This is an optimization exercise on Yosys and OpenROAD, whose aim is small area, not a production implementation.
Only simulation tests tie the RTL to the original design; equivalence was not proved.
Power is estimated from default activity; no workload was simulated.

==> flow/design.v (excerpt) <==
module digitalClock(
    input clk,  
    input rst,  
    input ctr,  
    input rgt,  
    input lft,  
    input up,   
    input dn,   
    output [6:0] segment,
    output [3:0] enable,
    output AM_PMled,
    output clock_modeled  
    );
    reg [7:0] cnt_lo;
    reg [1:0] cnt_hi;
    reg [5:0] seconds;    
    reg change;           
    reg clock_mode;       
    reg [2:0] mt;         
    reg [3:0] mu;         
    reg ht;               
    reg [3:0] hu;         
    reg pm;
    reg op_up, op_dn, op_hr;
    assign clock_modeled = clock_mode;
    assign AM_PMled = pm;
    wire lo_end = cnt_lo == 8'h80;
    wire sample = !clock_mode && (cnt_hi != 2'b00 || lo_end);
    wire sec60  = &seconds[5:2];
    wire lo_fb  = cnt_lo[7] ^ cnt_lo[5] ^ cnt_lo[4] ^ cnt_lo[3] ^ (cnt_lo[6:0] == 7'd0);
    wire roll_op = op_hr & !op_up & !op_dn;
    wire mz      = mt == 3'd0 && mu == 4'd0;
    wire m60     = mt[2] & mt[1];
    wire h12am   = ht & hu[1] & !pm;           
    wire h11pm   = ht & hu[0] & pm;            
    wire [2:0] inc_mt = (mu == 4'd9) ? mt + 3'd1 : mt;
    wire [3:0] inc_mu = (mu == 4'd9) ? 4'd0 : mu + 4'd1;
    wire [2:0] dec_mt = (mu == 4'd0) ? mt - 3'd1 : mt;
    wire [3:0] dec_mu = (mu == 4'd0) ? 4'd9 : mu - 4'd1;
    reg inc_ht, inc_pm, dec_ht, dec_pm;
    reg [3:0] inc_hu, dec_hu;
    always @* begin
        inc_pm = pm;
        if (!ht) begin
            inc_ht = hu == 4'd9;
            inc_hu = (hu == 4'd9) ? 4'd0 : hu + 4'd1;
        end else if (hu[1]) begin            
            inc_ht = 0;
            inc_hu = 4'd1;
        end else if (hu[0]) begin            
            inc_ht = 1;
            inc_hu = pm ? 4'd1 : 4'd2;
            inc_pm = 1;
        end else begin                       
  ...
Size: about 280 cells after synthesis, about 56 flip-flops.
clock: 10.0 ns
lec_check: 0
abc_area: 1
cap_margin: 20
core_margin: 2
core_utilization: 40
slew_margin: 20
standard.sh (not shown) runs the stock make flow with config.mk's settings and CLKGATE_MAP_FILE= SYNTH_SCRIPT=/design/flow/synth_recipe.tcl, a recipe that flattens the netlist after the stock synthesis.
==> flow/flow/run.sh <==
#!/bin/bash
# Own layout flow: the standard layout (standard.sh) with these changes:
#  - synthesis runs the standard flow's synthesis script unchanged except that ABC maps
#    with flow/abc.script (an area-oriented script) and adders are left to
#    ABC instead of being mapped to half/full-adder cells first;
#  - the port buffers are the smallest buffer cell;
#  - clock tree synthesis settings below.
# Each tool's full output is in the ORFS logs under orfs/logs; make's output
# goes to own.log.
set -euo pipefail
W=$PWD
F=$W/flow
sed "s|log_cmd abc {\*}\$abc_args|log_cmd abc -script $F/abc.script {*}[lrange \$abc_args 2 end]|" \
    "$FLOW_HOME/scripts/synth.tcl" > "$W/synth_own.tcl"
grep -q "$F/abc.script" "$W/synth_own.tcl"
sed "s|source \$::env(SCRIPTS_DIR)/synth.tcl|source $W/synth_own.tcl|" "$W/synth_recipe.tcl" > "$W/synth_top.tcl"
grep -q "synth_own.tcl" "$W/synth_top.tcl"
sed "s|SYNTH_SCRIPT=[^ ]*|SYNTH_SCRIPT=$W/synth_top.tcl|" "$W/standard.sh" > "$W/own.sh"
grep -q "synth_top.tcl" "$W/own.sh"
export ADDER_MAP_FILE=
export BUFFER_PORTS_ARGS="-buffer_cell sky130_fd_sc_hd__buf_1"
export CTS_ARGS="-sink_clustering_enable -repair_clock_nets -dont_use_dummy_load -buf_list {sky130_fd_sc_hd__clkbuf_8 sky130_fd_sc_hd__clkbuf_16}"
bash "$W/own.sh" > "$W/own.log" 2>&1
==> flow/flow/abc.script <==
strash
&get -n
&deepsyn -T 60
&put
dch -f
amap
mfs2
strash
dch -f
amap
topo
stime -c
buffer -c
upsize -c
dnsize -c
The baseline ran to the end with no violations.
Edit:
==> flow/run.sh (new file) <==
#!/bin/bash
# synth_recipe.tcl (not shown) runs the flow's synth.tcl, then flattens the netlist and writes it again
# the make line also repeats each setting of config.mk as NAME=value (left out here)
make -C /OpenROAD-flow-scripts/flow DESIGN_CONFIG=/design/flow/config.mk WORK_HOME=/design/flow/orfs CLKGATE_MAP_FILE= SYNTH_SCRIPT=/design/flow/synth_recipe.tcl finish
removed: flow/flow/run.sh
removed: flow/flow/abc.script
removed: flow/standard.sh
The changed run finished clean.
Routed wire length goes up by about 46%.
Global-route usage stays flat.
Power goes up by 28%.
Clock power goes up by about 20%.
Final area goes up by about 40%.
First-iteration DRC count goes up by 42%.
Fmax goes down by about 13%.
Hold slack gains 21 ps.
Setup slack loses 560 ps.
Edit:
==> flow/flow/run.sh (new file) <==
#!/bin/bash
# Own layout flow: the standard layout (standard.sh) with these changes:
#  - synthesis runs the standard flow's synthesis script unchanged except that ABC maps
#    with flow/abc.script (an area-oriented script) and adders are left to
#    ABC instead of being mapped to half/full-adder cells first;
#  - the port buffers are the smallest buffer cell;
#  - clock tree synthesis settings below.
# Each tool's full output is in the ORFS logs under orfs/logs; make's output
# goes to own.log.
set -euo pipefail
W=$PWD
F=$W/flow
sed "s|log_cmd abc {\*}\$abc_args|log_cmd abc -script $F/abc.script {*}[lrange \$abc_args 2 end]|" \
    "$FLOW_HOME/scripts/synth.tcl" > "$W/synth_own.tcl"
grep -q "$F/abc.script" "$W/synth_own.tcl"
sed "s|source \$::env(SCRIPTS_DIR)/synth.tcl|source $W/synth_own.tcl|" "$W/synth_recipe.tcl" > "$W/synth_top.tcl"
grep -q "synth_own.tcl" "$W/synth_top.tcl"
sed "s|SYNTH_SCRIPT=[^ ]*|SYNTH_SCRIPT=$W/synth_top.tcl|" "$W/standard.sh" > "$W/own.sh"
grep -q "synth_top.tcl" "$W/own.sh"
export ADDER_MAP_FILE=
export BUFFER_PORTS_ARGS="-buffer_cell sky130_fd_sc_hd__buf_1"
export CTS_ARGS="-sink_clustering_enable -repair_clock_nets -dont_use_dummy_load -buf_list {sky130_fd_sc_hd__clkbuf_16} -root_buf sky130_fd_sc_hd__clkbuf_16 -sink_clustering_size 60 -sink_clustering_max_diameter 300"
bash "$W/own.sh" > "$W/own.log" 2>&1
==> flow/flow/abc.script (new file) <==
strash
&get -n
&deepsyn -T 60
&put
dch -f
amap
mfs2
strash
dch -f
amap
topo
stime -c
buffer -c
upsize -c
dnsize -c
==> flow/standard.sh (new file) <==
#!/bin/bash
# synth_recipe.tcl (not shown) runs the flow's synth.tcl, then flattens the netlist and writes it again
# the make line also repeats each setting of config.mk as NAME=value (left out here)
make -C /OpenROAD-flow-scripts/flow DESIGN_CONFIG=/design/flow/config.mk WORK_HOME=/design/flow/orfs CLKGATE_MAP_FILE= SYNTH_SCRIPT=/design/flow/synth_recipe.tcl "${@:-finish}"
removed: flow/run.sh
=> Total power is lower by roughly a tenth. Synthesized cell count is lower by a quarter to a third. Die area is lower by a quarter to a third. Clock skew is about the same. Fmax is higher by about a fifth. Synthesized area is lower by a quarter to a third. Clock-buffer cell count is lower by 1. Cell count is lower by a quarter to a third. Non-clock buffer count is unchanged. Worst setup slack is better by 600 ps.
Edit:
--- a/flow/flow/run.sh
+++ b/flow/flow/run.sh
@@ -20,4 +20,4 @@
 export ADDER_MAP_FILE=
 export BUFFER_PORTS_ARGS="-buffer_cell sky130_fd_sc_hd__buf_1"
-export CTS_ARGS="-sink_clustering_enable -repair_clock_nets -dont_use_dummy_load -buf_list {sky130_fd_sc_hd__clkbuf_16} -root_buf sky130_fd_sc_hd__clkbuf_16 -sink_clustering_size 60 -sink_clustering_max_diameter 300"
+
 bash "$W/own.sh" > "$W/own.log" 2>&1
Effect: Total power is lower by 0.88%; critical path depth does not change; count of clock-buffer cells in the layout rises by 1; sequential share of layout area stays flat; final cell count is higher by 0.79%; core utilization is about the same; cell area hardly moves.
Edit:
--- a/flow/flow/run.sh
+++ b/flow/flow/run.sh
@@ -20,4 +20,4 @@
 export ADDER_MAP_FILE=
 export BUFFER_PORTS_ARGS="-buffer_cell sky130_fd_sc_hd__buf_1"
-
+export CTS_ARGS="-sink_clustering_enable -repair_clock_nets -dont_use_dummy_load -buf_list {sky130_fd_sc_hd__clkbuf_4 sky130_fd_sc_hd__clkbuf_8}"
 bash "$W/own.sh" > "$W/own.log" 2>&1
==> flow/flow/abc.script (replaced) <==
strash
&get -n
&deepsyn -T 120
&put
dch -f
amap
mfs2
strash
dch -f
amap
mfs2
strash
dch -f
amap
topo
What happened: Cell count went down by 0.78%. Power decreases by 10%. Clock skew goes up by 3.7 ps. Worst hold slack got worse by 14 ps. Routed wire length fell by 0.39%. Sequential share of layout area went up by 1.7 points. Clock-buffer cell count falls by 1. Die area falls by 1.7%. First-iteration DRC count is higher by 79%. Synthesized cell count went up by 0.71%. Setup slack got worse by 220 ps.

what the ideal ports hide:
Ports are ideal in the flow. The routed layouts listed here were re-timed in OpenROAD.
Step 1 sets driving cells, clkbuf_16 on the clock port and buf_2 on the other inputs (assumed; they add their load-dependent delay and slew).
Step 2 also shifts input and output timing later by t, the mid clock arrival at the registers, as if the neighbouring blocks saw the same clock.
Three values: ideal, step 1, step 2; two values: the first two.
run | t (ns) | slack for setup (ns) | hold WS [ns] | worst register clock-pin slew, ns | worst slew at a driven data input, ns
the first run | 0.321 | 6.271 / 6.243 / 6.338 | 0.431 / 0.431 / 0.431 | 0.10 / 0.10 | 0.03
the second run | 0.334 | 5.709 / 5.676 / 6.010 | 0.452 / 0.452 / 0.452 | 0.10 / 0.10 | 0.03
the third run | 0.315 | 6.312 / 6.278 / 6.355 | 0.428 / 0.428 / 0.428 | 0.07 / 0.07 | 0.03
the fourth run | 0.327 | 6.286 / 6.257 / 6.367 | 0.440 / 0.440 / 0.440 | 0.10 / 0.10 | 0.03
the fifth run | 0.322 | 6.067 / 6.037 / 6.327 | 0.426 / 0.426 / 0.426 | 0.09 / 0.09 | 0.03
After both steps every run listed still meets setup and hold.
